Background: an optimization exercise with open tools, aiming at small area, a short achievable clock period and few clock cycles. Do not read the settings as production practice.
RTL that was checked went through simulation tests only; none was proved equivalent to the original.
No functional check of the RTL was part of run 8.
Power is estimated from default activity; no workload was simulated.

**design.v**
```verilog
`timescale 1ps/1ps
module ALU (
    input  [7:0] a,
    input  [7:0] b,
    input        cin,
    output [7:0] out
    );
    wire [8:0] g0 = {a & b, cin};
    wire [8:0] p0 = {a ^ b, 1'b0};
    wire [8:0] g1, p1, g2, p2, g3, p3, g4;
    genvar i;
    generate
        for (i = 0; i < 9; i = i + 1) begin : ks
            if (i >= 1) begin
                assign g1[i] = g0[i] | (p0[i] & g0[i-1]);
                assign p1[i] = p0[i] & p0[i-1];
            end else begin
                assign g1[i] = g0[i];
                assign p1[i] = p0[i];
            end
            if (i >= 2) begin
                assign g2[i] = g1[i] | (p1[i] & g1[i-2]);
                assign p2[i] = p1[i] & p1[i-2];
            end else begin
                assign g2[i] = g1[i];
                assign p2[i] = p1[i];
            end
            if (i >= 4) begin
                assign g3[i] = g2[i] | (p2[i] & g2[i-4]);
                assign p3[i] = p2[i] & p2[i-4];
            end else begin
                assign g3[i] = g2[i];
                assign p3[i] = p2[i];
            end
            if (i >= 8) assign g4[i] = g3[i] | (p3[i] & g3[i-8]);
            else assign g4[i] = g3[i];
        end
    endgenerate
    assign out = p0[8:1] ^ g4[7:0];
endmodule
`timescale 1ps/1ps
module Stack #(parameter DEPTH = 62) (
    input            clk,
    input            dn,       
    input      [7:0] d_in,     
    output     [7:0] c0,       
    output     [7:0] c1        
    );
    reg [7:0] c [0:DEPTH-1];
    integer i;
    always @(posedge clk) begin
        c[0] <= ~(dn ? d_in : c[1]);
        for (i = 1; i < DEPTH-1; i = i + 1)
            c[i] <= ~(dn ? c[i-1] : c[i+1]);
        c[DEPTH-1] <= ~c[DEPTH-2];
    end
    assign c0 = ~c[0];
    assign c1 = c[1];
endmodule
`timescale 1ps/1ps
module stackMultiCycle(
	clk,
	rst,
	mem_addr,
	mem_rdata,
	mem_wdata,
	mem_we);
input clk,rst;
output [4:0] mem_addr;
input [7:0] mem_rdata;
output [7:0] mem_wdata;
output mem_we;
    reg  [4:0] addr;     
    reg  [4:0] pc;       
    reg        we;       
    reg        dcyc;     
    reg        d_push;   
    reg  [4:0] ja;       
    reg  [7:0] t, n;     
    reg        tz;       
    reg x_add, x_sub, x_and, x_not, x_jz, x_push;
    reg hit_r;           
    reg p_add, p_sub, p_and, p_not, p_jz, p_push, p_pop, p_jmp, p_hit;
    reg [4:0] p_a;
    reg o, dn_a, dn_h;
    reg  [7:0] c_valid;
    reg  [7:0] c_we;     
    reg  [1:0] c_tag  [0:7];
    reg  [7:0] c_data [0:7];
    assign mem_addr  = addr;
    assign mem_we    = we;
    assign mem_wdata = t;
    wire d_pop    = dcyc & ~d_push;
    wire taken    = x_jz & tz;
    wire miss     = x_push & ~hit_r;
    wire hit_now  = x_push & hit_r;
    wire push_now = hit_now | d_push;
    wire pop_now  = x_add | x_sub | x_and | d_pop;
    wire hold_now = ~(push_now | pop_now);
    wire o_next   = o ^ hold_now;
    wire [2:0] op     = mem_rdata[7:5];
    wire       r_add  = op == 3'b000;
    wire       r_sub  = op == 3'b001;
    wire       r_and  = op == 3'b010;
    wire       r_not  = op == 3'b011;
    wire       r_push = op == 3'b100;
    wire       r_pop  = op == 3'b101;
    wire       r_jmp  = op == 3'b110;
    wire       r_jz   = op == 3'b111;
    wire [2:0] ci     = mem_rdata[2:0];
    wire       r_hit  = c_valid[ci] & (c_tag[ci] == mem_rdata[4:3]);
    wire       f_ok   = ~dcyc & ~taken & ~miss;    
    wire       p_fill = ja[2:0] == p_a[2:0];
    wire       p_hitf = p_fill ? (ja[4:3] == p_a[4:3]) : p_hit;
    wire [4:0] seq = addr + 5'd1;
    integer k;
    always @(posedge clk, posedge rst) begin
        if (rst) begin
            addr    <= 5'd0;
            pc      <= 5'd0;
            we      <= 1'b0;
            dcyc    <= 1'b0;
            d_push  <= 1'b0;
            x_add   <= 1'b0;
            x_sub   <= 1'b0;
            x_and   <= 1'b0;
            x_not   <= 1'b0;
            x_jz    <= 1'b0;
            x_push  <= 1'b0;
            o       <= 1'b0;
            dn_a    <= 1'b1;
            dn_h    <= 1'b0;
            c_valid <= 8'd0;
            c_we    <= 8'd0;
        end else begin
            if (~dcyc) pc <= seq;
            o       <= o_next;
            c_valid <= c_valid | c_we;
            if (d_push) begin
                addr   <= (p_pop | p_jmp) ? p_a : pc;
                we     <= p_pop;
                dcyc   <= p_pop;
                d_push <= 1'b0;
                x_add  <= p_add;
                x_sub  <= p_sub;
                x_and  <= p_and;
                x_not  <= p_not;
                x_jz   <= p_jz;
                x_push <= p_push;
                dn_a   <= ~o_next & ~(p_pop | p_add | p_sub | p_and);
                dn_h   <= p_push & p_hitf;
                c_we   <= {8{p_pop}} & (8'd1 << p_a[2:0]);
            end else begin
                if (d_pop) addr <= pc;
                else if (taken | miss) addr <= ja;
                else if (r_pop | r_jmp) addr <= mem_rdata[4:0];
                else addr <= seq;
                we     <= f_ok & r_pop;
                dcyc   <= (f_ok & r_pop) | miss;
                d_push <= miss;
                x_add  <= f_ok & r_add;
                x_sub  <= f_ok & r_sub;
                x_and  <= f_ok & r_and;
                x_not  <= f_ok & r_not;
                x_jz   <= f_ok & r_jz;
                x_push <= f_ok & r_push;
                dn_a   <= miss | (~o_next & ~(f_ok & (r_pop | r_add | r_sub | r_and)));
                dn_h   <= f_ok & r_push & r_hit;
                c_we   <= ({8{f_ok & r_pop}} & (8'd1 << ci))
                        | ({8{miss}} & (8'd1 << ja[2:0]));
            end
        end
    end
    always @(posedge clk) begin
        hit_r <= d_push ? p_hitf : r_hit;
        p_add <= r_add;
        p_sub <= r_sub;
        p_and <= r_and;
        p_not <= r_not;
        p_jz  <= r_jz;
        p_push <= r_push;
        p_pop <= r_pop;
        p_jmp <= r_jmp;
        p_hit <= r_hit;
        p_a   <= mem_rdata[4:0];
        if (d_push) ja <= p_a;
        else if (f_ok) ja <= mem_rdata[4:0];
        for (k = 0; k < 8; k = k + 1)
            if (c_we[k]) begin
                c_tag[k]  <= ja[4:3];
                c_data[k] <= d_push ? mem_rdata : t;
            end
    end
    wire [7:0] c0, c1;
    Stack stk (.clk(clk), .dn(dn_a | dn_h), .d_in(o ? t : n), .c0(c0), .c1(c1));
    wire [7:0] n_pop = o ? c1 : c0;
    always @(posedge clk) begin
        n <= ({8{hold_now}} & n) | ({8{push_now}} & t) | ({8{pop_now}} & n_pop);
    end
    wire [7:0] sum, diff;
    ALU add0 (.a(t), .b(n),  .cin(1'b0), .out(sum));
    ALU sub0 (.a(t), .b(~n), .cin(1'b1), .out(diff));
    wire [7:0] cval   = c_data[ja[2:0]];
    wire       t_keep = ~(dcyc | x_add | x_sub | x_and | x_not | hit_now);
    wire [7:0] t_or   = t | n;
    wire       z_sum  = ((t ^ n) ^ {t_or[6:0], 1'b0}) == 8'd0;    
    always @(posedge clk) begin
        t <= ({8{t_keep}}  & t)
           | ({8{d_push}}  & mem_rdata)
           | ({8{d_pop}}   & n)
           | ({8{x_add}}   & sum)
           | ({8{x_sub}}   & diff)
           | ({8{x_and}}   & (t & n))
           | ({8{x_not}}   & ~t)
           | ({8{hit_now}} & cval);
        tz <= (t_keep  & tz)
            | (d_push  & (mem_rdata == 8'd0))
            | (d_pop   & (n == 8'd0))
            | (x_add   & z_sum)
            | (x_sub   & (t == n))
            | (x_and   & ((t & n) == 8'd0))
            | (x_not   & (t == 8'hff))
            | (hit_now & (cval == 8'd0));
    end
endmodule
```
**constraint.sdc**
```tcl
create_clock -name core_clock -period 4.0 [get_ports {clk}]
set_input_delay 0.8000 -clock core_clock [delete_from_list [all_inputs] [get_ports {clk}]]
set_output_delay 0.8000 -clock core_clock [all_outputs]
set_load 0.01 [all_outputs]
```
**run.sh**
```bash
#!/bin/bash
# synth_recipe.tcl (not shown) runs the flow's synth.tcl, then flattens the netlist and writes it again
# the make line also repeats each setting of config.mk as NAME=value (left out here)
make -C /OpenROAD-flow-scripts/flow DESIGN_CONFIG=/design/flow/config.mk WORK_HOME=/design/flow/orfs CLKGATE_MAP_FILE= SYNTH_SCRIPT=/design/flow/synth_recipe.tcl finish
```
**config.mk**
```make
export PLATFORM = sky130hd
export DESIGN_NAME = stackMultiCycle
export DESIGN_NICKNAME = stackMultiCycle
export VERILOG_FILES = /design/flow/design.v
export SDC_FILE = /design/flow/constraint.sdc
export NUM_CORES = 4
export LEC_CHECK = 0
export CAP_MARGIN = 20
export CORE_MARGIN = 2
export CORE_UTILIZATION = 70
export CTS_BUF_LIST = sky130_fd_sc_hd__clkbuf_8
export CTS_CLUSTER_DIAMETER = 50
export CTS_CLUSTER_SIZE = 20
export SETUP_SLACK_MARGIN = 2.1
export SLEW_MARGIN = 20
```
==> results of run 1 <==
-- critical path, stage by stage (launching register included) --
cell and delay [ns]:
dfxtp_4 0.38, buf_6 0.13, buf_6 0.13, ha_4 0.17
or4_1 0.51, or4b_4 0.49, nand4_1 0.12, a2111oi_2 0.05
o31ai_1 0.08
-- synth_stat cells (25+ instances only) --
cell and number:
a21oi_1 41, buf_2 58, clkbuf_1 36, dfrtp_1 37
dfxtp_1 528, edfxtp_1 85, ha_1 25, inv_1 37
mux2i_1 510, nand2_1 48, nor2_1 62, o21ai_0 29
-- per-layer routing --
metal	vias up	part of all wire, %	wire length [um]
met1	6191	45	17400
li1	6319	-	-
met5	-	0	0
met3	73	6.2	2390
met4	0	2.4	926
met2	319	47	18000
-- state kept, by name (all words and copies together) (netlist names), 5 cells and up --
name	flops
stk.c	496
c_data	64
c_tag	16
c_valid	8
c_we	8
n	8
t	8
addr	5
ja	5
p_a	5
pc	5
-- cells by family (layout without fill, tap and decap cells) --
| family | count (synthesis) | in the layout |
|---|---|---|
| buffers and inverters | 137 | 214 |
| AO/OA/AOI/OAI | 165 | 165 |
| XOR/XNOR | 30 | 30 |
| adder cells (fa/ha/maj) | 25 | 25 |
| multiplexers | 526 | 526 |
| AND/OR/NAND/NOR | 208 | 208 |
| flip-flops | 651 | 651 |
-- report_power, final --
part	leakage [nW]	internal, W	switching [W]
Sequential	5.68	0.00719	0.000433
Clock	0.547	0.00148	0.00214
Combinational	5.55	0.00256	0.00280
Total	11.8	0.0112	0.00538
-- timing repair --
| action | in CTS | in global routing |
|---|---|---|
| endpoints found under the setup margin | 103 | 30 |
| pin swaps | 19 | 10 |
| setup buffers | 46 | 7 |
| cloned | 0 | 0 |
| resized for setup | 120 | 27 |
-- path summary, 6_finish.rpt --
check	from	to	cells past startpoint
setup reg to reg	t[1]	tz	8
min in group asynchronous	rst	addr[1]	2
hold reg to reg	stk.c[60][4]	stk.c[61][4]	1
hold / removal	stk.c[60][4]	stk.c[61][4]	1
max in group asynchronous	rst	dn_a	3
setup / recovery	t[1]	tz	8
-- layout make-up --
type / instances / area (um2)
sequential: 651 / 14100
clock inverter: 30 / 289
fill: 2075 / 7160
multi-input combinational: 954 / 8430
clock buffer: 55 / 757
tap: 442 / 553
inverter: 37 / 148
timing repair buffer: 92 / 830
-- metrics by stage --
step / hold slack [ns] / utilization, % / cells
2_1_floorplan: 0.352 / - / 1742
3_3_place_gp: 0.357 / 72.6 / 2123
3_5_place_dp: 0.361 / 72.6 / 2123
4_1_cts: 0.387 / 77.4 / 2254
5_1_grt: 0.398 / 77.8 / 2261
6_report: 0.386 / 77.8 / 2261
==> impl_metrics.csv, run 1 <==
group,metric,value,unit
status,outcome,"no timing/DRC/antenna violations",
worst_setup_path,startpoint_type,"register",
clocking,holdBufCountCts,0,
sta,worst_pin_slew,0.996,ns
global_route,grt_overflow_total,0,
worst_setup_path,r2r_slack,1.86,ns
sta,final-max-slew-violation-count,0,
worst_setup_path,timing.critical_path.required,4.53,ns
die,die_h,184,um
sta,maxClockFrequency,0.468,GHz
yosys,synth_area_per_cell,13.1,um2
clocking,clk_pin_slew_worst_paths,0.11,ns
die,fp-row-count,66,
job,maxCapViolCount,0,
placement,post-place-ws,1.03,ns
clocking,clock_tree.root_cell,"clkbuf_8",
final_layout,fin_area,0.0251,mm2
routing,routed_wire_length_per_instance,17.1,um
yosys,synth-async-reset-ratio,5.84,%
sta,final-hold-violation-count,0,
global_route,grt_use_met2,37.3,%
global_route,first_global_vias,12700,
yosys,muxShareOfSynthArea,23.4,%
routing,drt_iter0_drc,837,
global_route,globalRoute.busiestLayer,"met2",
clocking,clk_latency,0.61,ns
yosys,post_synth_instance_area,0.0228,mm2
sta,unrepaired_setup_endpoints_after_global_routing,"true",
global_route,maximum_number_of_pins_on_one_net_before_global_route_repair,143,
yosys,synth.yosys.seq_area_share,61.8,%
sta,setup_violations,0,
sta,fin_worst_skew,0.0345,ns
yosys,simple_gate_share_of_the_synthesized_area,4.56,%
worst_setup_path,cp_max_fo,4,
die,die_w,184,um
worst_setup_path,worst-endpoint-arrival,2.67,ns
yosys,synth_top_cell_by_area,"dfxtp_1",
worst_setup_path,crit_type,"register to register",
final_layout,layout.cells.most_common,"dfxtp_1",
hold_path,min_path_type,"register to register",
yosys,synth_cells,1742,
sta,postLayoutSetupSlackWorst,1.86,ns
yosys,dominant_combinational_cell_family_by_area_after_synthesis,"multiplexers",
power_and_ir_drop,power_density,661,mW/mm2
final_layout,post_layout_net_count,1818,
final_layout,layout_common_cells,"dfxtp_1 (515), mux2i_1 (509), edfxtp_1 (85)",
power_and_ir_drop,design_power_total,0.0166,W
sta,post-route-period-util,53.4,%
clocking,cts.path.max_buffers,3,
global_route,grt_pass1_wl,63800,um
yosys,synth_warn,5,
routing,first_drt_pass_iteration_count,7,
yosys,main_synth_ff_type,"dfxtp_1",
yosys,synth-adder-area-share,1.37,%
yosys,ys_seq_elements,651,
yosys,synthDistinctLibCells,67,
clocking,cts_tree,"built",
sta,slew_headroom,32.9,%
global_route,antenna_found_initial,0,
routing,postRouteWirelength,38700,um
die,floorplan.core_area,0.0323,mm2
die,ports_placed_on_the_boundary,24,
clocking,cts-buffers-inserted,47,
placement,gpl.final_weighted_congestion,0.920,
routing,via_count,12900,
routing,drt-vias-per-instance,5.71,
final_layout,layout-drive-gt1-share,15.1,%
sta,setup_total_negative_slack,0,ns
yosys,synthesized_netlist_net_count,1777,
sta,finalCriticalPeriod,2.14,ns
yosys,post_synth_xor_area_fraction,1.15,%
routing,drc,0,
final_layout,area.growth.synth_to_final,10.4,%
power_and_ir_drop,p_leak,11.8,nW
global_route,globalRouteTotalUtil,23.0,%
yosys,synth-edff-count,85,
worst_setup_path,critPathCaptureType,"register",
final_layout,n_antenna_cell,0,
yosys,synth_compound_area_share,5.04,%
placement,placed_area,0.0234,mm2
global_route,grt_util_met1,31.4,%
die,dieArea,0.0340,mm2
power_and_ir_drop,vdd_ir_drop_max,0.000533,V
yosys,main_area_contributors_after_synthesis,"dfxtp_1 (46%), mux2i_1 (22%), edfxtp_1 (11%), dfrtp_1 (4.1%), ha_1 (1.4%)",
clocking,clock_sink_count,651,
global_route,met3_usage,4.58,%
routing,number_of_nets_with_antenna_violations_after_detailed_routing,0,
placement,port_buffers,23,
yosys,yosys_top_cell_area_share,46.4,%
die,start_util,70.5,%
placement,place_hpwl,24300,um
clocking,cts-htree-levels,2,
Testbench counts, summed over its fixed seeds: cycles 48,074.
==> inputs of run 2 (changes only) <==
--- a/config.mk
+++ b/config.mk
@@ -11,5 +11,5 @@
 export CTS_BUF_LIST = sky130_fd_sc_hd__clkbuf_8
 export CTS_CLUSTER_DIAMETER = 50
 export CTS_CLUSTER_SIZE = 20
-export SETUP_SLACK_MARGIN = 2.1
+export SETUP_SLACK_MARGIN = 1.6
 export SLEW_MARGIN = 20
==> impl_metrics.csv, run 2 <==
group,metric,value,unit
status,outcome,"no timing/DRC/antenna violations",
global_route,grt_overflow_total,0,
sta,setup_total_negative_slack,0,ns
hold_path,hp-start,"stk.c[60][2]",
global_route,maximum_number_of_pins_on_one_net_before_global_route_repair,126,
worst_setup_path,critPathCaptureType,"output pin",
routing,via_count,12600,
final_layout,layout-drive-gt1-share,8.48,%
clocking,cts.path.max_buffers,3,
worst_setup_path,crit_type,"register to output pin",
power_and_ir_drop,clkPwrFrac,22.3,%
power_and_ir_drop,p_sw_share,31.8,%
placement,place_hpwl,24000,um
power_and_ir_drop,vdd_ir_drop_max,0.000537,V
placement,dp_cells,2121,
yosys,synth_compound_area_share,5.04,%
placement,port_buffers,23,
routing,drc,0,
clocking,clock_tree.root_cell,"clkbuf_8",
yosys,synth-async-reset-ratio,5.84,%
routing,drt_iter0_drc,880,
yosys,synth-adder-area-share,1.37,%
yosys,muxShareOfSynthArea,23.4,%
sta,final-hold-violation-count,0,
yosys,main_synth_ff_type,"dfxtp_1",
yosys,ys_seq_elements,651,
worst_setup_path,cp_cell_sequence,"clkdlybuf4s50_1",
worst_setup_path,r2r_end,"t[6]",
sta,final-max-slew-violation-count,0,
final_layout,layout_top_registers,"stk.c x496, c_data x64, c_tag x16",
worst_setup_path,cp_slowest_stage_delay,0.55,ns
die,die_h,184,um
sta,unrepaired_setup_endpoints_after_global_routing,"true",
clocking,cts-buffers-inserted,46,
yosys,ys_top_cells_by_count,"dfxtp_1 (528), mux2i_1 (510), edfxtp_1 (85)",
die,die_w,184,um
final_layout,layout_common_cells,"dfxtp_1 (517), mux2i_1 (510), edfxtp_1 (85)",
sta,finalCriticalPeriod,2.33,ns
yosys,simple_gate_share_of_the_synthesized_area,4.56,%
yosys,synth_top_cell_by_area,"dfxtp_1",
global_route,grt_pass1_wl,61000,um
global_route,globalRouteTotalUtil,21.9,%
sta,setup_violations,0,
routing,routed_wire_length_per_instance,16.7,um
yosys,synth_warn,5,
yosys,post_synth_instance_area,0.0228,mm2
yosys,synth_area_per_cell,13.1,um2
worst_setup_path,cpMaxStageDelayCell,"clkdlybuf4s50_1",
final_layout,flip_flop_count_of_the_largest_register_all_copies_and_words_added,496,
power_and_ir_drop,design_power_total,0.0157,W
yosys,synthDistinctLibCells,67,
hold_path,whs_path_depth,1,
sta,slew_headroom,29.5,%
yosys,synth-edff-count,85,
worst_setup_path,timing.critical_path.required,3.20,ns
final_layout,n_antenna_cell,0,
worst_setup_path,startpoint_type,"register",
final_layout,area.growth.synth_to_final,7.02,%
hold_path,min_path_type,"register to register",
power_and_ir_drop,power.internal,0.0107,W
clocking,holdBufCountCts,0,
sta,post-route-period-util,58.2,%
yosys,yosys_top_cell_area_share,46.4,%
power_and_ir_drop,p_leak,11.5,nW
placement,gpl.final_weighted_congestion,0.923,
power_and_ir_drop,power_density,643,mW/mm2
worst_setup_path,cp_max_fo,2,
die,dieArea,0.0340,mm2
routing,number_of_nets_with_antenna_violations_after_detailed_routing,0,
die,ports_placed_on_the_boundary,24,
power_and_ir_drop,p_sw,0.00498,W
yosys,synth.yosys.seq_area_share,61.8,%
power_and_ir_drop,seqPwrFrac,48.9,%
worst_setup_path,worst-endpoint-arrival,1.53,ns
final_layout,fin_area,0.0244,mm2
yosys,dominant_combinational_cell_family_by_area_after_synthesis,"multiplexers",
die,start_util,70.5,%
yosys,post_synth_xor_area_fraction,1.15,%
yosys,synth_most_common_cell,"dfxtp_1",
placement,placed_area,0.0232,mm2
final_layout,layout.cells.most_common,"dfxtp_1",
yosys,synthesized_netlist_net_count,1777,
clocking,clk_pin_slew_worst_paths,0.10,ns
worst_setup_path,regToRegStartpoint,"n[2]",
worst_setup_path,worst_r2r_path_depth,8,
final_layout,post_layout_nonfiller_instances,2211,
sta,maxClockFrequency,0.430,GHz
final_layout,max_flop_register,"stk.c",
sta,fin_worst_skew,0.0234,ns
sta,worst_pin_slew,1.06,ns
global_route,antenna_found_initial,0,
routing,first_drt_pass_iteration_count,6,
routing,drt-vias-per-instance,5.70,
die,floorplan.core_area,0.0323,mm2
clocking,clock_sink_count,651,
clocking,clk_latency,0.61,ns
global_route,first_global_vias,12400,
worst_setup_path,timing.critical_path.max_delay_family,"buffers and inverters",
hold_path,holdPathEnd,"stk.c[61][2]",
clocking,cts-htree-levels,2,
worst_setup_path,worstPathBufferInverterCount,1,
yosys,synth_cells,1742,
job,maxCapViolCount,0,
yosys,main_area_contributors_after_synthesis,"dfxtp_1 (46%), mux2i_1 (22%), edfxtp_1 (11%), dfrtp_1 (4.1%), ha_1 (1.4%)",
final_layout,post_layout_net_count,1775,
power_and_ir_drop,share_comb_of_total_power,28.8,%
die,fp-row-count,66,
routing,postRouteWirelength,37000,um
clocking,cts_tree,"built",
worst_setup_path,r2r_slack,1.71,ns
[run 2: changes by cell type in the layout (fill, tap and decap cells not counted), sizes merged]
cell,change
buf,-55
clkbuf,-9
clkdlybuf4s50,+9
dlygate4sd2,+5
dlymetal6s2s,+5
inv,-5
clkdlybuf4s15,-3
clkinv,+3
bufinv,+1
clkinvlp,-1
[run 2: power by group through the flow]
stage               sequential [W]  clock, W  combinational (W)
floorplan                  0.00759         0            0.00365
global placement           0.00780         0            0.00432
detailed placement         0.00781         0            0.00437
CTS                        0.00765   0.00360            0.00445
global route               0.00772   0.00383            0.00487
finish                     0.00766   0.00350            0.00450
[run 2: cells by family after synthesis]
group / Yosys count
flip-flops: 651
adder cells (fa/ha/maj): 25
buffers and inverters: 137
AND/OR/NAND/NOR: 208
AO/OA/AOI/OAI: 165
multiplexers: 526
XOR/XNOR: 30
[run 2: what timing repair did]
| action | in CTS | in global routing |
|---|---|---|
| setup endpoints to repair | 17 | 11 |
| gates resized for setup | 21 | 11 |
| setup buffers | 8 | 4 |
| hold endpoints to repair | 0 | 0 |
[run 2: layout make-up]
type / instances / area, um2
flip-flops and latches: 651 / 14100
multi-input cells: 954 / 8100
fillers: 2192 / 7930
clock buffers: 49 / 674
well taps: 442 / 553
repair buffers: 50 / 485
clock inverters: 28 / 302
inverters: 37 / 139
[run 2: how the worst max path moves through the flow]
stage          cells past startpoint           end         start
2_1_floorplan                      9          t[6]          t[1]
3_3_place_gp                       5          dn_h  mem_rdata[0]
3_5_place_dp                       5          dn_h  mem_rdata[0]
4_1_cts                            1  mem_wdata[0]          t[0]
5_1_grt                            8          t[6]          t[1]
6_report                           1   mem_addr[4]       addr[4]
[run 2: per-layer routing]
layer | wire (um) | track usage [%] | part of all wire [%] | vias up
li1 | - | - | - | 6211
met2 | 16900 | 35.1 | 46 | 324
met3 | 2310 | 4.49 | 6.2 | 70
met4 | 821 | 6.43 | 2.2 | 0
met1 | 17000 | 30.3 | 46 | 6001
met5 | 0 | 0 | 0 | -
[run 2: metrics by stage]
step / utilization [%] / setup slack (ns) / hold slack, ns
2_1_floorplan: - / 1.70 / 0.352
3_3_place_gp: 72.0 / 1.08 / 0.355
3_5_place_dp: 72.0 / 1.02 / 0.365
4_1_cts: 75.2 / 1.44 / 0.387
5_1_grt: 75.4 / 1.50 / 0.402
6_report: 75.4 / 1.67 / 0.386
==> inputs of run 3 (changes only) <==
--- a/config.mk
+++ b/config.mk
@@ -7,9 +7,9 @@
 export LEC_CHECK = 0
 export CAP_MARGIN = 20
 export CORE_MARGIN = 2
-export CORE_UTILIZATION = 70
+export CORE_UTILIZATION = 80
 export CTS_BUF_LIST = sky130_fd_sc_hd__clkbuf_8
 export CTS_CLUSTER_DIAMETER = 50
 export CTS_CLUSTER_SIZE = 20
-export SETUP_SLACK_MARGIN = 1.6
+export SETUP_SLACK_MARGIN = 1.8
 export SLEW_MARGIN = 20
==> impl_metrics.csv, run 3 <==
group,metric,value,unit
worst_setup_path,critPathCaptureType,"register",
global_route,globalRouteTotalUtil,28.5,%
sta,slew_headroom,26.2,%
sta,fin_hold_ws,0.391,ns
status,outcome,"no timing/DRC/antenna violations",
worst_setup_path,startpoint_type,"register",
yosys,main_synth_ff_type,"dfxtp_1",
global_route,antenna_found_initial,1,
routing,postRouteWirelength,42800,um
power_and_ir_drop,power_density,651,mW/mm2
die,fp-row-count,61,
routing,drc,0,
final_layout,fillCellCount,1308,
sta,final-max-slew-violation-count,0,
yosys,ys_seq_elements,651,
worst_setup_path,crit_type,"register to register",
clocking,clock_tree.root_cell,"clkbuf_8",
routing,drt-vias-per-instance,6.10,
die,die_h,173,um
power_and_ir_drop,p_leak,11.6,nW
routing,routed-wl-met3,2950,um
clocking,clock_sink_count,651,
yosys,ys_top_cells_by_count,"dfxtp_1 (528), mux2i_1 (510), edfxtp_1 (85)",
yosys,synth_warn,5,
worst_setup_path,r2r_slack,1.72,ns
clocking,cts.path.max_buffers,3,
yosys,synth.yosys.seq_area_share,61.8,%
die,ports_placed_on_the_boundary,24,
routing,first_drt_pass_iteration_count,7,
job,maxCapViolCount,0,
clocking,clk_latency,0.64,ns
worst_setup_path,worst-endpoint-arrival,2.76,ns
clocking,holdBufCountCts,0,
power_and_ir_drop,design_power_total,0.0160,W
sta,setup_total_negative_slack,0,ns
routing,drt_iter0_drc,1217,
placement,place_hpwl,26400,um
routing,routedLengthMet1,17800,um
routing,via_count,13200,
placement,gpl.final_weighted_congestion,0.982,
yosys,synth-edff-count,85,
sta,setup_violations,0,
final_layout,finalCoreUtilization,87.8,%
yosys,synth_most_common_cell,"dfxtp_1",
yosys,synth-async-reset-ratio,5.84,%
die,dieArea,0.0298,mm2
yosys,synth_area_per_cell,13.1,um2
routing,routed_wire_length_per_instance,19.8,um
sta,post-route-period-util,56.9,%
final_layout,layout_top_registers,"stk.c x496, c_data x64, c_tag x16",
final_layout,max_flop_register,"stk.c",
clocking,cts-htree-levels,2,
final_layout,layout.cells.most_common,"dfxtp_1",
global_route,first_global_vias,13500,
final_layout,post_layout_net_count,1793,
worst_setup_path,timing.critical_path.required,4.48,ns
clocking,cts-buffers-inserted,44,
global_route,maximum_number_of_pins_on_one_net_before_global_route_repair,66,
placement,port_buffers,23,
yosys,synth_cells,1742,
die,start_util,81.5,%
placement,placed_area,0.0233,mm2
routing,top_layer,"met5",
sta,unrepaired_setup_endpoints_after_global_routing,"true",
sta,worst_pin_slew,1.10,ns
final_layout,flip_flop_count_of_the_largest_register_all_copies_and_words_added,496,
routing,number_of_nets_with_antenna_violations_after_detailed_routing,0,
yosys,yosys_top_cell_area_share,46.4,%
final_layout,fin_area,0.0245,mm2
yosys,post_synth_instance_area,0.0228,mm2
die,floorplan.core_area,0.0279,mm2
die,die_w,173,um
global_route,grt_overflow_total,0,
yosys,synth_top_cell_by_area,"dfxtp_1",
clocking,clk_pin_slew_worst_paths,0.10,ns
power_and_ir_drop,vdd_ir_drop_max,0.000545,V
final_layout,layout-drive-gt1-share,10.3,%
yosys,main_area_contributors_after_synthesis,"dfxtp_1 (46%), mux2i_1 (22%), edfxtp_1 (11%), dfrtp_1 (4.1%), ha_1 (1.4%)",
hold_path,min_path_type,"register to register",
yosys,synthDistinctLibCells,67,
sta,final-hold-violation-count,0,
global_route,grt_pass1_wl,69600,um
routing,met2WireLength,20900,um
final_layout,area.growth.synth_to_final,7.80,%
final_layout,layout_common_cells,"dfxtp_1 (516), mux2i_1 (510), edfxtp_1 (85)",
clocking,cts_tree,"built",
sta,fin_worst_skew,0.0430,ns
sta,maxClockFrequency,0.440,GHz
yosys,synthesized_netlist_net_count,1777,
sta,finalCriticalPeriod,2.28,ns
worst_setup_path,cp_max_fo,9,
## run 3: cell counts after synthesis
Identical to the previous run, type by type.
## run 3: worst paths after layout
| kind | from | endpoint | depth (start not counted) |
|---|---|---|---|
| hold reg to reg | stk.c[60][6] | stk.c[61][6] | 1 |
| min in group asynchronous | rst | pc[4] | 2 |
| hold / removal | stk.c[60][6] | stk.c[61][6] | 1 |
| max in group asynchronous | rst | c_we[4] | 3 |
| setup / recovery | t[1] | t[6] | 8 |
| setup reg to reg | t[1] | t[6] | 8 |
## run 3: repair_timing
item | 4_1_cts | 5_1_grt
pin swaps | 1 | 2
gates resized for setup | 52 | 16
setup buffers | 18 | 9
endpoints found under the setup margin | 73 | 20
cloned | 1 | 0
## run 3: critical path, cell delays in order, from the launching register on
cell and delay (ns):
dfxtp_4 0.42, inv_1 0.14, ha_4 0.31, a21oi_1 0.24, o21bai_1 0.17, a2111oi_2 0.38, nor3_1 0.11, a211oi_1 0.24
o221ai_1 0.13
## run 3: layout make-up
cell class                 instances  area [um2]  share of cell area, %
clock buffer                      46         633                   2.58
antenna                            1        2.50                 0.0102
timing repair buffer              69         701                   2.86
tap                              378         473                   1.93
multi-input combinational        955        8200                   33.4
clock inverter                    24         270                   1.10
inverter                          37         139                  0.566
sequential                       651       14100                   57.5
## run 3: cell families (layout without fill, tap and decap cells)
group                      count (synthesis)  after routing  share of synthesized area, %
xor gates and xnor gates                  30             30                          1.15
muxes                                    526            526                          23.4
DFF                                      651            651                          61.8
adders and majority gates                 25             25                          1.37
buffers and inverters                    137            176                          2.63
and+or+nand+nor                          208            209                          4.56
other                                      0              1                             0
AOI/OAI and AO/OA                        165            165                          5.04
## run 3: where the power goes
part	leakage (nW)	internal (W)	total [W]	switching (W)
logic	5.43	0.00227	0.00490	0.00264
clock network	0.455	0.00133	0.00342	0.00209
registers	5.69	0.00719	0.00766	0.000475
total	11.6	0.0108	0.0160	0.00520
## run 3: metrics by stage
stage / setup WS (ns) / cells
CTS: 1.65 / 2150
global placement: 1.14 / 2061
finish: 1.72 / 2161
global route: 1.58 / 2160
detailed placement: 1.03 / 2061
floorplan: 1.80 / 1742
## run 3: layer usage
metal	vias up	track usage, %
met5	-	0
met4	2	8.97
met3	118	4.09
met2	511	49.0
met1	6278	37.9
li1	6271	-
==> inputs of run 4 (changes only) <==
--- a/config.mk
+++ b/config.mk
@@ -7,7 +7,7 @@
 export LEC_CHECK = 0
 export CAP_MARGIN = 20
 export CORE_MARGIN = 2
-export CORE_UTILIZATION = 80
+export CORE_UTILIZATION = 70
 export CTS_BUF_LIST = sky130_fd_sc_hd__clkbuf_8
 export CTS_CLUSTER_DIAMETER = 50
 export CTS_CLUSTER_SIZE = 20
==> impl_metrics.csv, run 4 <==
group,metric,value,unit
sta,unrepaired_setup_endpoints_after_global_routing,"true",
yosys,main_area_contributors_after_synthesis,"dfxtp_1 (46%), mux2i_1 (22%), edfxtp_1 (11%), dfrtp_1 (4.1%), ha_1 (1.4%)",
worst_setup_path,cp_max_fo,7,
worst_setup_path,cpMaxStageDelayCell,"dfxtp_4",
routing,number_of_nets_with_antenna_violations_after_detailed_routing,0,
yosys,synth_warn,5,
placement,placed_area,0.0232,mm2
final_layout,layout.cells.most_common,"dfxtp_1",
power_and_ir_drop,power_density,650,mW/mm2
yosys,synthesized_netlist_net_count,1777,
yosys,synthDistinctLibCells,67,
final_layout,fin_area,0.0246,mm2
routing,drt_iter0_drc,766,
worst_setup_path,critPathCaptureType,"output pin",
yosys,yosys_top_cell_area_share,46.4,%
yosys,synth_top_cell_by_area,"dfxtp_1",
hold_path,hp-start,"stk.c[60][4]",
die,dieArea,0.0340,mm2
final_layout,n_antenna_cell,0,
final_layout,layout_top_registers,"stk.c x496, c_data x64, c_tag x16",
worst_setup_path,timing.critical_path.max_delay_family,"flip-flops",
yosys,synth_cells,1742,
sta,worst_pin_slew,1.10,ns
final_layout,layout_common_cells,"dfxtp_1 (514), mux2i_1 (510), edfxtp_1 (85)",
sta,post-route-period-util,53.7,%
placement,port_buffers,23,
worst_setup_path,worst-endpoint-arrival,1.35,ns
hold_path,min_path_type,"register to register",
yosys,synth.yosys.seq_area_share,61.8,%
sta,final-max-slew-violation-count,0,
sta,fin_worst_skew,0.0237,ns
clocking,cts_tree,"built",
hold_path,holdPathEnd,"stk.c[61][4]",
clocking,cts-buffers-inserted,45,
worst_setup_path,startpoint_type,"register",
global_route,first_global_vias,12500,
routing,drc,0,
worst_setup_path,worstPathBufferInverterCount,1,
clocking,clk_latency,0.61,ns
worst_setup_path,crit_type,"register to output pin",
power_and_ir_drop,vdd_ir_drop_max,0.000576,V
hold_path,whs_path_depth,1,
die,fp-row-count,66,
final_layout,flip_flop_count_of_the_largest_register_all_copies_and_words_added,496,
sta,finalCriticalPeriod,2.15,ns
clocking,clk_pin_slew_worst_paths,0.11,ns
die,start_util,70.5,%
yosys,ys_seq_elements,651,
placement,place_hpwl,24300,um
yosys,ys_top_cells_by_count,"dfxtp_1 (528), mux2i_1 (510), edfxtp_1 (85)",
power_and_ir_drop,p_leak,11.5,nW
worst_setup_path,cp_slowest_stage_delay,0.43,ns
power_and_ir_drop,design_power_total,0.0160,W
clocking,clock_sink_count,651,
global_route,grt_pass1_wl,62100,um
global_route,antenna_found_initial,0,
die,die_h,184,um
routing,first_drt_pass_iteration_count,5,
final_layout,layout-drive-gt1-share,10.2,%
yosys,main_synth_ff_type,"dfxtp_1",
yosys,post_synth_instance_area,0.0228,mm2
die,floorplan.core_area,0.0323,mm2
yosys,synth-edff-count,85,
placement,gpl.final_weighted_congestion,0.965,
status,outcome,"no timing/DRC/antenna violations",
sta,final-hold-violation-count,0,
yosys,synth-async-reset-ratio,5.84,%
sta,slew_headroom,25.7,%
final_layout,area.growth.synth_to_final,7.96,%
die,die_w,184,um
worst_setup_path,timing.critical_path.required,3.20,ns
global_route,globalRouteTotalUtil,22.4,%
sta,setup_total_negative_slack,0,ns
final_layout,post_layout_net_count,1775,
global_route,maximum_number_of_pins_on_one_net_before_global_route_repair,124,
routing,via_count,12700,
worst_setup_path,regToRegStartpoint,"t[1]",
routing,postRouteWirelength,37500,um
clocking,cts-htree-levels,2,
worst_setup_path,cp_cell_sequence,"clkdlybuf4s15_1",
yosys,synth_most_common_cell,"dfxtp_1",
clocking,cts.path.max_buffers,3,
job,maxCapViolCount,0,
sta,setup_violations,0,
worst_setup_path,r2r_end,"t[5]",
yosys,synth_area_per_cell,13.1,um2
worst_setup_path,r2r_slack,1.87,ns
clocking,holdBufCountCts,0,
clocking,clock_tree.root_cell,"clkbuf_8",
final_layout,max_flop_register,"stk.c",
global_route,grt_overflow_total,0,
routing,routed_wire_length_per_instance,17.0,um
die,ports_placed_on_the_boundary,24,
worst_setup_path,worst_r2r_path_depth,8,
sta,maxClockFrequency,0.466,GHz
routing,drt-vias-per-instance,5.72,
-- run 4: kinds of logic after synthesis --
logic type      synth area share [%]
flops                           61.8
mux                             23.4
simple gates                    4.56
compound gates                  5.04
buf+inv                         2.63
xor+xnor                        1.15
fa+ha+maj                       1.37
-- run 4: metrics by stage --
stage / cells / setup slack (ns) / utilization [%] / hold WS [ns]
3_3_place_gp: 2121 / 1.14 / 72.0 / 0.355
4_1_cts: 2212 / 1.80 / 75.7 / 0.390
6_report: 2213 / 1.85 / 76.1 / 0.379
2_1_floorplan: 1742 / 1.80 / - / 0.352
5_1_grt: 2213 / 1.79 / 76.1 / 0.411
3_5_place_dp: 2121 / 1.06 / 72.0 / 0.359
-- run 4: metal layers --
metal	share of wire [%]	routed length [um]	track usage, %
met1	46	17400	31.5
met5	0	0	0
met4	1.9	727	5.70
met2	46	17200	35.8
met3	5.9	2230	4.37
-- run 4: what timing repair did --
item	in CTS	in global routing
cloned	0	0
hold endpoints to repair	0	0
setup endpoints to repair	48	39
gates resized for setup	52	26
setup buffers	13	1
pin swaps	1	3
-- run 4: cell type report --
class | count | area [um2]
Sequential cell | 651 | 14100
Multi-Input combinational cell | 954 | 8240
Fill cell | 2120 | 7720
Clock buffer | 56 | 771
Tap cell | 442 | 553
Timing Repair Buffer | 51 | 483
Clock inverter | 22 | 272
Inverter | 37 | 139
-- run 4: worst max-delay path by stage --
stage	depth (start not counted)	startpoint	to	slack, ns
after global placement	7	mem_rdata[0]	hit_r	1.14
after detailed placement	6	mem_rdata[2]	dn_h	1.06
after floorplan	9	t[1]	t[6]	1.80
final	1	t[1]	mem_wdata[1]	1.85
after CTS	8	t[2]	t[6]	1.80
after global routing	7	ja[1]	tz	1.79
-- run 4: where the power goes --
| part | internal (W) | switching [W] |
|---|---|---|
| clock | 0.00159 | 0.00206 |
| sequential | 0.00719 | 0.000500 |
| combinational | 0.00216 | 0.00249 |
| total | 0.0109 | 0.00504 |
==> inputs of run 5 (changes only) <==
--- a/config.mk
+++ b/config.mk
@@ -11,5 +11,6 @@
 export CTS_BUF_LIST = sky130_fd_sc_hd__clkbuf_8
 export CTS_CLUSTER_DIAMETER = 50
 export CTS_CLUSTER_SIZE = 20
+export PLACE_DENSITY = 0.8
 export SETUP_SLACK_MARGIN = 1.8
 export SLEW_MARGIN = 20
==> impl_metrics.csv, run 5 <==
group,metric,value,unit
yosys,synth_cells,1742,
sta,setup_total_negative_slack,0,ns
worst_setup_path,startpoint_type,"register",
routing,first_drt_pass_iteration_count,5,
final_layout,layout.cells.most_common,"dfxtp_1",
sta,slew_headroom,26.3,%
clocking,cts.path.max_buffers,3,
routing,number_of_nets_with_antenna_violations_after_detailed_routing,0,
worst_setup_path,crit_type,"register to output pin",
final_layout,layout_common_cells,"dfxtp_1 (513), mux2i_1 (510), edfxtp_1 (85)",
yosys,yosys_top_cell_area_share,46.4,%
clocking,cts-htree-levels,2,
clocking,clk_pin_slew_worst_paths,0.11,ns
sta,fin_worst_skew,0.0590,ns
hold_path,min_path_type,"register to register",
final_layout,n_antenna_cell,0,
die,fp-row-count,66,
sta,finalCriticalPeriod,2.17,ns
clocking,holdBufCountCts,0,
routing,postRouteWirelength,38300,um
yosys,synth_area_per_cell,13.1,um2
yosys,synth.yosys.seq_area_share,61.8,%
placement,port_buffers,23,
routing,drc,0,
routing,via_count,12800,
worst_setup_path,critPathCaptureType,"output pin",
global_route,maximum_number_of_pins_on_one_net_before_global_route_repair,163,
final_layout,area.growth.synth_to_final,8.20,%
clocking,clock_sink_count,651,
placement,gpl.final_weighted_congestion,0.927,
worst_setup_path,timing.critical_path.max_delay_family,"flip-flops",
worst_setup_path,worstPathBufferInverterCount,1,
die,floorplan.core_area,0.0323,mm2
worst_setup_path,worst-endpoint-arrival,1.37,ns
sta,maxClockFrequency,0.461,GHz
yosys,synthDistinctLibCells,67,
global_route,grt_pass1_wl,61400,um
worst_setup_path,cp_cell_sequence,"dlygate4sd2_1",
power_and_ir_drop,p_leak,11.6,nW
power_and_ir_drop,design_power_total,0.0157,W
sta,worst_pin_slew,1.09,ns
worst_setup_path,cpMaxStageDelayCell,"dfrtp_1",
placement,place_hpwl,24300,um
global_route,first_global_vias,12400,
sta,post-route-period-util,54.3,%
routing,routed_wire_length_per_instance,17.2,um
global_route,antenna_found_initial,0,
global_route,globalRouteTotalUtil,22.2,%
yosys,synth-edff-count,85,
sta,final-max-slew-violation-count,0,
worst_setup_path,cp_max_fo,3,
clocking,cts_tree,"built",
worst_setup_path,r2r_slack,1.84,ns
final_layout,flip_flop_count_of_the_largest_register_all_copies_and_words_added,496,
final_layout,post_layout_net_count,1796,
power_and_ir_drop,power_density,640,mW/mm2
global_route,grt_overflow_total,0,
power_and_ir_drop,vdd_ir_drop_max,0.000446,V
final_layout,layout-drive-gt1-share,11.1,%
sta,setup_violations,0,
die,start_util,70.5,%
yosys,ys_seq_elements,651,
job,maxCapViolCount,0,
die,die_w,184,um
sta,final-hold-violation-count,0,
die,dieArea,0.0340,mm2
yosys,synth_warn,5,
clocking,clk_latency,0.63,ns
yosys,synthesized_netlist_net_count,1777,
yosys,ys_top_cells_by_count,"dfxtp_1 (528), mux2i_1 (510), edfxtp_1 (85)",
clocking,cts-buffers-inserted,44,
sta,fin_hold_ws,0.386,ns
die,die_h,184,um
worst_setup_path,timing.critical_path.required,3.20,ns
routing,drt_iter0_drc,777,
final_layout,max_flop_register,"stk.c",
final_layout,finalCoreUtilization,76.3,%
worst_setup_path,cp_slowest_stage_delay,0.44,ns
status,outcome,"no timing/DRC/antenna violations",
die,ports_placed_on_the_boundary,24,
yosys,post_synth_instance_area,0.0228,mm2
final_layout,layout_top_registers,"stk.c x496, c_data x64, c_tag x16",
yosys,synth_most_common_cell,"dfxtp_1",
sta,unrepaired_setup_endpoints_after_global_routing,"true",
clocking,clock_tree.root_cell,"clkbuf_8",
yosys,synth_top_cell_by_area,"dfxtp_1",
yosys,main_area_contributors_after_synthesis,"dfxtp_1 (46%), mux2i_1 (22%), edfxtp_1 (11%), dfrtp_1 (4.1%), ha_1 (1.4%)",
yosys,synth-async-reset-ratio,5.84,%
routing,drt-vias-per-instance,5.75,
yosys,main_synth_ff_type,"dfxtp_1",
run 5: changes by cell type in the layout (fill, tap and decap cells not counted), sizes merged:
cell / change
buf: +21
dlymetal6s2s: +3
bufinv: -4
dlygate4sd2: -5
clkinvlp: +1
inv: +3
clkbuf: -5
clkdlybuf4s15: +1
clkinv: +1
run 5: per-layer routing:
metal  share of wire, %  vias to the layer above  track usage (%)  routed length (um)
li1                   -                     6249                -                   -
met1                 46                     6160             30.7               17500
met2                 45                      323             35.3               17200
met3                6.8                       88             4.88                2590
met4                2.6                        0             6.66                 997
met5                  0                        -                0                   0
run 5: where the power goes:
| group | leakage (nW) | switching, W | internal [W] |
|---|---|---|---|
| Sequential | 5.69 | 0.000482 | 0.00719 |
| Combinational | 5.45 | 0.00259 | 0.00228 |
| Clock | 0.454 | 0.00202 | 0.00119 |
run 5: final cells by class:
cell class / instances / area (um2)
Fill cell: 2164 / 7670
Timing Repair Buffer: 73 / 706
Clock buffer: 49 / 674
Clock inverter: 23 / 171
Sequential cell: 651 / 14100
Multi-Input combinational cell: 954 / 8260
Inverter: 37 / 143
Tap cell: 442 / 553
run 5: final timing paths:
check	endpoint	depth (start not counted)	startpoint
min in group asynchronous	c_we[0]	2	rst
max in group asynchronous	c_we[5]	3	rst
hold reg to reg	stk.c[61][4]	1	stk.c[60][4]
hold / removal	stk.c[61][4]	1	stk.c[60][4]
setup reg to reg	t[6]	9	t[0]
setup / recovery	mem_addr[1]	1	addr[1]
run 5: cell families (layout without fill, tap and decap cells):
kind of cell               after synthesis  after routing  synth area share, %
AOI/OAI and AO/OA                      165            165                 5.04
and+or+nand+nor                        208            208                 4.56
muxes                                  526            526                 23.4
buffers and inverters                  137            182                 2.63
xor gates and xnor gates                30             30                 1.15
DFF                                    651            651                 61.8
adders and majority gates               25             25                 1.37
run 5: repair_timing:
action / CTS / global route
buffers inserted: 16 / 21
endpoints found under the setup margin: 36 / 187
gates resized for setup: 48 / 42
pin swaps: 1 / 10
cloned: 0 / 1
run 5: stage by stage:
| stage | area [um2] | worst slack, ns | std cells |
|---|---|---|---|
| after detailed placement | 23200 | 1.08 | 2119 |
| final | 24600 | 1.83 | 2229 |
| after CTS | 24300 | 1.61 | 2207 |
| after global placement | 23200 | 1.14 | 2119 |
| after global routing | 24600 | 1.75 | 2229 |
| after floorplan | 22800 | 1.80 | 1742 |
==> inputs of run 6 (changes only) <==
==> flow/run.sh (new file) <==
#!/bin/bash
# Standard layout with port buffers of a plain buffer cell. Each tool's
# output goes to standard.log.
set -euo pipefail
bash standard.sh "BUFFER_PORTS_ARGS=-buffer_cell sky130_fd_sc_hd__buf_4" finish > standard.log 2>&1
==> standard.sh (new file) <==
#!/bin/bash
# synth_recipe.tcl (not shown) runs the flow's synth.tcl, then flattens the netlist and writes it again
# the make line also repeats each setting of config.mk as NAME=value (left out here)
make -C /OpenROAD-flow-scripts/flow DESIGN_CONFIG=/design/flow/config.mk WORK_HOME=/design/flow/orfs CLKGATE_MAP_FILE= SYNTH_SCRIPT=/design/flow/synth_recipe.tcl "${@:-finish}"
--- a/config.mk
+++ b/config.mk
@@ -11,6 +11,5 @@
 export CTS_BUF_LIST = sky130_fd_sc_hd__clkbuf_8
 export CTS_CLUSTER_DIAMETER = 50
 export CTS_CLUSTER_SIZE = 20
-export PLACE_DENSITY = 0.8
 export SETUP_SLACK_MARGIN = 1.8
 export SLEW_MARGIN = 20
removed: run.sh
==> impl_metrics.csv, run 6 <==
group,metric,value,unit
power_and_ir_drop,clkPwrFrac,22.2,%
worst_setup_path,cp_cell_sequence,"buf_4",
die,fp-row-count,66,
global_route,antenna_found_initial,0,
sta,setup_violations,0,
worst_setup_path,crit_end,"mem_wdata[6]",
clocking,clock_tree.root_cell,"clkbuf_8",
sta,unrepaired_setup_endpoints_after_global_routing,"true",
global_route,maximum_number_of_pins_on_one_net_before_global_route_repair,101,
yosys,ys_top_cells_by_count,"dfxtp_1 (528), mux2i_1 (510), edfxtp_1 (85)",
worst_setup_path,crit_type,"register to output pin",
worst_setup_path,worst_r2r_path_depth,8,
sta,finalCriticalPeriod,2.19,ns
clocking,cts.path.max_buffers,3,
yosys,synthesized_netlist_net_count,1777,
power_and_ir_drop,seqPwrFrac,48.9,%
sta,final-max-slew-violation-count,0,
yosys,synth-async-reset-ratio,5.84,%
worst_setup_path,critPathCaptureType,"output pin",
routing,number_of_nets_with_antenna_violations_after_detailed_routing,0,
power_and_ir_drop,p_sw,0.00502,W
sta,worst_pin_slew,1.06,ns
hold_path,min_path_type,"primary input to async pin",
worst_setup_path,cpMaxStageDelayCell,"dfxtp_1",
final_layout,flip_flop_count_of_the_largest_register_all_copies_and_words_added,496,
clocking,clk_latency,0.62,ns
final_layout,layout_top_registers,"stk.c x496, c_data x64, c_tag x16",
power_and_ir_drop,share_comb_of_total_power,28.9,%
yosys,ys_seq_elements,651,
clocking,clock_sink_count,651,
final_layout,layout_common_cells,"dfxtp_1 (516), mux2i_1 (510), edfxtp_1 (85)",
yosys,yosys_top_cell_area_share,46.4,%
final_layout,layout.area.seq,0.0141,mm2
power_and_ir_drop,p_sw_share,32.0,%
global_route,grt_overflow_total,0,
worst_setup_path,timing.critical_path.max_delay_family,"flip-flops",
routing,drt-vias-per-instance,5.71,
power_and_ir_drop,power_density,645,mW/mm2
placement,gpl.final_weighted_congestion,0.983,
power_and_ir_drop,vdd_ir_drop_max,0.000545,V
sta,fin_hold_ws,0.294,ns
worst_setup_path,worst-endpoint-arrival,1.39,ns
die,start_util,70.5,%
status,outcome,"no timing/DRC/antenna violations",
clocking,cts-htree-levels,2,
placement,port_buffers,23,
worst_setup_path,r2r_end,"t[6]",
worst_setup_path,startpoint_type,"register",
die,ports_placed_on_the_boundary,24,
worst_setup_path,cp_max_fo,9,
final_layout,area.growth.synth_to_final,6.93,%
worst_setup_path,startpoint,"t[6]",
routing,postRouteWirelength,37500,um
final_layout,multi_input_logic_area,0.00815,mm2
worst_setup_path,critical_path_cell_count,1,
yosys,main_synth_ff_type,"dfxtp_1",
worst_setup_path,cp_slowest_stage_delay,0.59,ns
die,die_w,184,um
yosys,synth.yosys.seq_area_share,61.8,%
yosys,main_area_contributors_after_synthesis,"dfxtp_1 (46%), mux2i_1 (22%), edfxtp_1 (11%), dfrtp_1 (4.1%), ha_1 (1.4%)",
clocking,cts-buffers-inserted,45,
final_layout,max_flop_register,"stk.c",
clocking,clk_pin_slew_worst_paths,0.11,ns
power_and_ir_drop,p_leak,11.4,nW
yosys,synth-edff-count,85,
yosys,synth_cells,1742,
global_route,globalRouteTotalUtil,22.2,%
yosys,synthDistinctLibCells,67,
job,maxCapViolCount,0,
worst_setup_path,timing.critical_path.required,3.20,ns
final_layout,layout-drive-gt1-share,10.1,%
final_layout,layout.cells.most_common,"dfxtp_1",
yosys,synth_area_per_cell,13.1,um2
placement,place_hpwl,24700,um
sta,final-hold-violation-count,0,
die,floorplan.core_area,0.0323,mm2
final_layout,fillCellCount,2111,
worst_setup_path,regToRegStartpoint,"t[2]",
sta,slew_headroom,28.9,%
sta,maxClockFrequency,0.457,GHz
clocking,cts_tree,"built",
final_layout,post_layout_net_count,1771,
routing,drc,0,
yosys,post_synth_instance_area,0.0228,mm2
final_layout,finalCoreUtilization,75.4,%
routing,routed_wire_length_per_instance,17.0,um
global_route,grt_pass1_wl,61700,um
routing,first_drt_pass_iteration_count,10,
yosys,synth_warn,5,
sta,setup_total_negative_slack,0,ns
worst_setup_path,worstPathBufferInverterCount,1,
global_route,first_global_vias,12500,
die,dieArea,0.0340,mm2
routing,drt_iter0_drc,891,
final_layout,n_antenna_cell,0,
die,die_h,184,um
power_and_ir_drop,power.internal,0.0107,W
yosys,synth_most_common_cell,"dfxtp_1",
sta,post-route-period-util,54.7,%
worst_setup_path,r2r_slack,1.84,ns
power_and_ir_drop,design_power_total,0.0157,W
sta,fin_worst_skew,0.0368,ns
routing,via_count,12600,
yosys,synth_top_cell_by_area,"dfxtp_1",
[run 6: worst min path at each step]
stage | to | slack, ns
finish | addr[4] | 0.29
global route | pc[3] | 0.36
CTS | addr[4] | 0.31
detailed placement | stk.c[61][0] | 0.37
global placement | stk.c[61][1] | 0.36
floorplan | stk.c[61][0] | 0.35
[run 6: timing repair]
item / CTS / global route
resized for setup: 15 / 14
setup endpoints to repair: 8 / 21
hold buffers: 0 / 0
setup buffers: 4 / 6
pin swaps: 0 / 2
[run 6: power by group through the flow]
stage	logic [W]	registers [W]	clock network [W]
floorplan	0.00365	0.00759	0
global placement	0.00437	0.00780	0
detailed placement	0.00438	0.00781	0
CTS	0.00444	0.00766	0.00358
global route	0.00490	0.00774	0.00381
finish	0.00454	0.00768	0.00348
[run 6: cells by family (layout without fill, tap and decap cells)]
group           after synthesis  after routing  synth area share (%)
flops                       651            651                  61.8
mux                         526            526                  23.4
simple gates                208            208                  4.56
compound gates              165            165                  5.04
buf+inv                     137            159                  2.63
xor+xnor                     30             30                  1.15
fa+ha+maj                    25             25                  1.37
[run 6: cell type report]
cell class | instances | area share (%)
Timing Repair Buffer | 47 | 1.77
Clock buffer | 49 | 2.77
Multi-Input combinational cell | 954 | 33.5
Clock inverter | 26 | 1.18
Tap cell | 442 | 2.27
Inverter | 37 | 0.571
Sequential cell | 651 | 57.9
[run 6: metal layers]
metal	vias to the layer above	routed length (um)	global-route usage (%)
met4	0	1070	7.74
li1	6203	-	-
met2	267	16800	34.9
met1	6042	17600	30.6
met5	-	0	0
met3	78	2080	4.74
[run 6: per-stage QoR]
stage / instances / setup WS (ns) / instance area [um2]
2_1_floorplan: 1742 / 1.80 / 22800
3_3_place_gp: 2121 / 1.66 / 23200
3_5_place_dp: 2121 / 1.58 / 23200
4_1_cts: 2200 / 1.75 / 24200
5_1_grt: 2206 / 1.71 / 24300
6_report: 2206 / 1.81 / 24300
==> inputs of run 7 (changes only) <==
==> flow/run.sh (replaced) <==
#!/bin/bash
# Standard layout, with port buffers of a plain buffer cell and resizing not
# held to the same cell footprint. Each tool's output goes to standard.log.
set -euo pipefail
bash standard.sh MATCH_CELL_FOOTPRINT=0 "BUFFER_PORTS_ARGS=-buffer_cell sky130_fd_sc_hd__buf_4" finish > standard.log 2>&1
==> impl_metrics.csv, run 7 <==
group,metric,value,unit
yosys,synth_warn,5,
final_layout,finalCoreUtilization,75.4,%
worst_setup_path,cp_slowest_stage_delay,0.58,ns
final_layout,layout-drive-gt1-share,10.1,%
clocking,cts_tree,"built",
die,ports_placed_on_the_boundary,24,
yosys,main_area_contributors_after_synthesis,"dfxtp_1 (46%), mux2i_1 (22%), edfxtp_1 (11%), dfrtp_1 (4.1%), ha_1 (1.4%)",
die,dieArea,0.0340,mm2
die,floorplan.core_area,0.0323,mm2
sta,worst_pin_slew,1.12,ns
power_and_ir_drop,vdd_ir_drop_max,0.000544,V
yosys,synth-async-reset-ratio,5.84,%
job,maxCapViolCount,0,
final_layout,post_layout_net_count,1771,
worst_setup_path,timing.critical_path.required,3.20,ns
routing,drt-vias-per-instance,5.71,
sta,final-max-slew-violation-count,0,
sta,finalCriticalPeriod,2.16,ns
yosys,synth.yosys.seq_area_share,61.8,%
yosys,yosys_top_cell_area_share,46.4,%
sta,unrepaired_setup_endpoints_after_global_routing,"true",
global_route,first_global_vias,12500,
power_and_ir_drop,design_power_total,0.0157,W
clocking,clk_pin_slew_worst_paths,0.12,ns
placement,gpl.final_weighted_congestion,0.983,
final_layout,n_antenna_cell,0,
worst_setup_path,crit_type,"register to output pin",
global_route,antenna_found_initial,0,
yosys,synth_cells,1742,
routing,postRouteWirelength,37500,um
sta,maxClockFrequency,0.462,GHz
sta,fin_hold_ws,0.296,ns
worst_setup_path,cp_max_fo,9,
yosys,synth_area_per_cell,13.1,um2
status,outcome,"no timing/DRC/antenna violations",
sta,setup_violations,0,
sta,post-route-period-util,54.1,%
worst_setup_path,worst-endpoint-arrival,1.36,ns
final_layout,max_flop_register,"stk.c",
clocking,cts-buffers-inserted,45,
sta,fin_worst_skew,0.0405,ns
routing,via_count,12600,
global_route,maximum_number_of_pins_on_one_net_before_global_route_repair,101,
die,start_util,70.5,%
power_and_ir_drop,power_density,645,mW/mm2
yosys,ys_top_cells_by_count,"dfxtp_1 (528), mux2i_1 (510), edfxtp_1 (85)",
global_route,globalRouteTotalUtil,22.2,%
placement,port_buffers,23,
worst_setup_path,cpMaxStageDelayCell,"dfxtp_1",
global_route,grt_overflow_total,0,
final_layout,area.growth.synth_to_final,6.96,%
placement,place_hpwl,24700,um
die,die_w,184,um
clocking,cts.path.max_buffers,3,
clocking,clock_tree.root_cell,"clkbuf_8",
sta,slew_headroom,24.9,%
yosys,ys_seq_elements,651,
sta,final-hold-violation-count,0,
global_route,grt_pass1_wl,61700,um
routing,routed_wire_length_per_instance,17.0,um
power_and_ir_drop,p_leak,11.5,nW
yosys,synth-edff-count,85,
final_layout,layout_top_registers,"stk.c x496, c_data x64, c_tag x16",
routing,drt_iter0_drc,907,
worst_setup_path,worstPathBufferInverterCount,1,
routing,first_drt_pass_iteration_count,5,
die,fp-row-count,66,
yosys,synthDistinctLibCells,67,
final_layout,layout_common_cells,"dfxtp_1 (516), mux2i_1 (510), edfxtp_1 (85)",
clocking,holdBufCountCts,0,
worst_setup_path,cp_cell_sequence,"buf_4",
yosys,post_synth_instance_area,0.0228,mm2
sta,setup_total_negative_slack,0,ns
routing,number_of_nets_with_antenna_violations_after_detailed_routing,0,
final_layout,flip_flop_count_of_the_largest_register_all_copies_and_words_added,496,
die,die_h,184,um
yosys,main_synth_ff_type,"dfxtp_1",
worst_setup_path,critPathCaptureType,"output pin",
worst_setup_path,timing.critical_path.max_delay_family,"flip-flops",
clocking,cts-htree-levels,2,
clocking,clock_sink_count,651,
worst_setup_path,startpoint_type,"register",
routing,drc,0,
yosys,synth_most_common_cell,"dfxtp_1",
clocking,clk_latency,0.62,ns
final_layout,layout.cells.most_common,"dfxtp_1",
hold_path,min_path_type,"primary input to async pin",
yosys,synthesized_netlist_net_count,1777,
yosys,synth_top_cell_by_area,"dfxtp_1",
run 7: routing by layer:
| metal | vias up | routed length, um | global-route usage, % |
|---|---|---|---|
| li1 | 6206 | - | - |
| met1 | 5969 | 17200 | 30.6 |
| met2 | 333 | 16800 | 34.9 |
| met3 | 82 | 2420 | 4.74 |
| met4 | 0 | 1080 | 7.74 |
| met5 | - | 0 | 0 |
run 7: per-stage QoR:
step	instances	cell area (um2)	setup slack, ns
6_report	2206	24300	1.84
3_5_place_dp	2121	23200	1.58
5_1_grt	2206	24300	1.71
3_3_place_gp	2121	23200	1.66
2_1_floorplan	1742	22800	1.80
4_1_cts	2200	24200	1.75
run 7: what timing repair did:
action / 4_1_cts / 5_1_grt
endpoints found under the setup margin: 8 / 21
setup buffers: 4 / 6
gates resized for setup: 15 / 14
pin swaps: 0 / 2
hold endpoints to repair: 0 / 0
run 7: cell families after synthesis:
group,after synthesis,share of synthesized area (%)
multiplexers,526,23.4
flip-flops,651,61.8
buffers and inverters,137,2.63
XOR/XNOR,30,1.15
AO/OA/AOI/OAI,165,5.04
AND/OR/NAND/NOR,208,4.56
adder cells (fa/ha/maj),25,1.37
run 7: area by class of cell:
| type | count | area, um2 |
|---|---|---|
| Sequential cell | 651 | 14100 |
| Multi-Input combinational cell | 954 | 8150 |
| Fill cell | 2109 | 7950 |
| Clock buffer | 49 | 674 |
| Tap cell | 442 | 553 |
| Timing Repair Buffer | 47 | 438 |
| Clock inverter | 26 | 287 |
| Inverter | 37 | 139 |
run 7: power by group:
part	leakage [nW]	total (W)	internal [W]	switching, W
Clock	0.492	0.00348	0.00140	0.00208
Combinational	5.27	0.00454	0.00211	0.00244
Sequential	5.69	0.00767	0.00717	0.000497
Total	11.5	0.0157	0.0107	0.00501
run 7: final timing paths:
kind / start / end / slack (ns) / cells past startpoint
setup / recovery: t[6] / mem_wdata[6] / 1.84 / 1
hold / removal: rst / addr[4] / 0.30 / 3
setup reg to reg: t[2] / t[6] / 1.85 / 8
hold reg to reg: stk.c[60][3] / stk.c[61][3] / 0.39 / 1
max in group asynchronous: rst / dcyc / 3.33 / 3
min in group core_clock: stk.c[60][3] / stk.c[61][3] / 0.39 / 1
run 7: tightest hold or removal path, stage by stage:
cell,delay (ns)
buf_4,0.11
inv_1,0.05
buf_4,0.42
==> inputs of run 8 (changes only) <==
--- a/design.v
+++ b/design.v
@@ -197,9 +197,8 @@
     always @(posedge clk) begin
         n <= ({8{hold_now}} & n) | ({8{push_now}} & t) | ({8{pop_now}} & n_pop);
     end
-    wire [7:0] sum, diff;
-    ALU add0 (.a(t), .b(n),  .cin(1'b0), .out(sum));
-    ALU sub0 (.a(t), .b(~n), .cin(1'b1), .out(diff));
+    wire [7:0] arith;    
+    ALU add0 (.a(t), .b(n ^ {8{x_sub}}), .cin(x_sub), .out(arith));
     wire [7:0] cval   = c_data[ja[2:0]];
     wire       t_keep = ~(dcyc | x_add | x_sub | x_and | x_not | hit_now);
     wire [7:0] t_or   = t | n;
@@ -208,8 +207,7 @@
         t <= ({8{t_keep}}  & t)
            | ({8{d_push}}  & mem_rdata)
            | ({8{d_pop}}   & n)
-           | ({8{x_add}}   & sum)
-           | ({8{x_sub}}   & diff)
+           | ({8{x_add | x_sub}} & arith)
            | ({8{x_and}}   & (t & n))
            | ({8{x_not}}   & ~t)
            | ({8{hit_now}} & cval);
==> impl_metrics.csv, run 8 <==
group,metric,value,unit
status,outcome,"no timing/DRC/antenna violations",
die,ports_placed_on_the_boundary,24,
sta,unrepaired_setup_endpoints_after_global_routing,"true",
worst_setup_path,worst_r2r_path_depth,6,
worst_setup_path,crit_end,"tz",
worst_setup_path,timing.critical_path.required,4.50,ns
final_layout,layout.cells.most_common,"dfxtp_1",
power_and_ir_drop,p_leak,11.4,nW
worst_setup_path,r2r_end,"tz",
global_route,globalRouteTotalUtil,21.9,%
worst_setup_path,critPathCaptureType,"register",
global_route,maximum_number_of_pins_on_one_net_before_global_route_repair,108,
final_layout,n_antenna_cell,0,
global_route,globalRoute.busiestLayer,"met2",
global_route,grt_util_met1,31.1,%
final_layout,layout_top_registers,"stk.c x496, c_data x64, c_tag x16",
worst_setup_path,regToRegStartpoint,"ja[0]",
yosys,ys_seq_elements,651,
yosys,synth_most_common_cell,"dfxtp_1",
global_route,first_global_vias,12300,
yosys,synth_cells,1702,
yosys,synth-async-reset-ratio,5.84,%
clocking,cts.path.max_buffers,3,
clocking,cts-htree-levels,2,
final_layout,post_layout_net_count,1737,
power_and_ir_drop,power_density,630,mW/mm2
die,dieArea,0.0337,mm2
sta,post-route-period-util,55.8,%
routing,drc,0,
global_route,grt_use_met2,35.0,%
yosys,synth-edff-count,85,
die,fp-row-count,65,
global_route,grt_pass1_wl,60900,um
clocking,clk_latency,0.60,ns
sta,final-max-slew-violation-count,0,
sta,maxClockFrequency,0.448,GHz
final_layout,max_flop_register,"stk.c",
yosys,post_synth_instance_area,0.0226,mm2
sta,final-hold-violation-count,0,
worst_setup_path,cp_max_fo,36,
placement,port_buffers,23,
sta,worst_pin_slew,1.09,ns
final_layout,post_layout_nonfiller_instances,2135,
routing,drt-vias-per-instance,5.84,
worst_setup_path,worst-endpoint-arrival,2.74,ns
die,start_util,71.4,%
final_layout,fillCellCount,2066,
yosys,synth_warn,5,
final_layout,layout-drive-gt1-share,10.0,%
placement,gpl.final_weighted_congestion,0.912,
yosys,synth.yosys.seq_area_share,62.3,%
worst_setup_path,r2r_slack,1.77,ns
routing,postRouteWirelength,36400,um
sta,setup_total_negative_slack,0,ns
die,die_h,184,um
yosys,synthDistinctLibCells,60,
worst_setup_path,crit_type,"register to register",
final_layout,area.growth.synth_to_final,6.73,%
sta,slew_headroom,26.4,%
global_route,antenna_found_initial,0,
placement,placed_area,0.0230,mm2
yosys,ys_top_cells_by_count,"dfxtp_1 (528), mux2i_1 (513), edfxtp_1 (85)",
yosys,main_area_contributors_after_synthesis,"dfxtp_1 (47%), mux2i_1 (23%), edfxtp_1 (11%), dfrtp_1 (4.1%), ha_1 (1.3%)",
sta,finalCriticalPeriod,2.23,ns
worst_setup_path,startpoint,"ja[0]",
placement,dp_cells,2045,
placement,place_hpwl,23700,um
yosys,synth_top_cell_by_area,"dfxtp_1",
routing,routed_wire_length_per_instance,17.0,um
yosys,synth_area_per_cell,13.3,um2
clocking,clock_sink_count,651,
-- run 8: area by class of cell --
class,instances,area (um2),share of cell area [%]
clock buffers,55,757,3.14
clock inverters,22,209,0.866
inverters,34,128,0.529
multi-input cells,923,8040,33.3
flip-flops and latches,651,14100,58.4
well taps,402,503,2.09
repair buffers,48,402,1.66
-- run 8: where the power goes --
part	leakage [nW]	switching [W]	total, W	internal, W
registers	5.68	0.000544	0.00769	0.00715
logic	5.25	0.00217	0.00406	0.00189
clock network	0.506	0.00206	0.00345	0.00139
total	11.4	0.00477	0.0152	0.0104
-- run 8: metrics by stage --
| stage | worst slack, ns | power (W) | utilization [%] | hold WS [ns] |
|---|---|---|---|---|
| final | 1.77 | 0.0152 | 76.3 | 0.319 |
| after global routing | 1.71 | 0.0159 | 76.3 | 0.351 |
| after CTS | 1.71 | 0.0152 | 76.1 | 0.313 |
| after detailed placement | 1.40 | 0.0118 | 72.7 | 0.363 |
| after global placement | 1.48 | 0.0117 | 72.7 | 0.359 |
| after floorplan | 1.80 | 0.0109 | - | 0.352 |
-- run 8: routing by layer --
metal	wire [um]	vias up
met5	0	-
met4	850	0
met3	2370	80
met2	16400	361
met1	16700	5925
li1	-	6107
-- run 8: worst min-delay path by stage --
| stage | end | slack, ns | cells past startpoint |
|---|---|---|---|
| 6_report | addr[1] | 0.32 | 3 |
| 5_1_grt | x_sub | 0.35 | 3 |
| 4_1_cts | x_sub | 0.31 | 3 |
| 3_5_place_dp | stk.c[61][6] | 0.36 | 1 |
| 3_3_place_gp | stk.c[61][1] | 0.36 | 1 |
| 2_1_floorplan | stk.c[61][0] | 0.35 | 1 |
-- run 8: timing repair --
| item | 4_1_cts | 5_1_grt |
|---|---|---|
| endpoints found under the setup margin | 21 | 9 |
| gates resized for setup | 13 | 9 |
| hold buffers | 0 | 0 |
| pin swaps | 1 | 1 |
| setup buffers | 9 | 4 |
-- run 8: cell families (layout without fill, tap and decap cells) --
family | after synthesis | after routing | share of synthesized area, %
AOI/OAI and AO/OA | 148 | 148 | 4.49
buffers and inverters | 128 | 159 | 2.49
muxes | 533 | 533 | 24.0
xor gates and xnor gates | 31 | 31 | 1.20
and+or+nand+nor | 187 | 187 | 4.18
DFF | 651 | 651 | 62.3
adders and majority gates | 24 | 24 | 1.33
-- run 8: critical path, cell delays in order, from the launching register on --
cell and delay, ns:
edfxtp_1 0.47, buf_6 0.24, or3_1 0.46, o22a_1 0.27, nor4b_1 0.29, nand3_1 0.14
o31ai_2 0.25

Setup slack of run 8, layout unchanged: 1.767 ns with ideal ports, 1.767 ns with driving cells assumed (clock clkbuf_16, inputs buf_2), 1.571 ns with port delays also shifted by the 0.631 ns mid clock arrival.
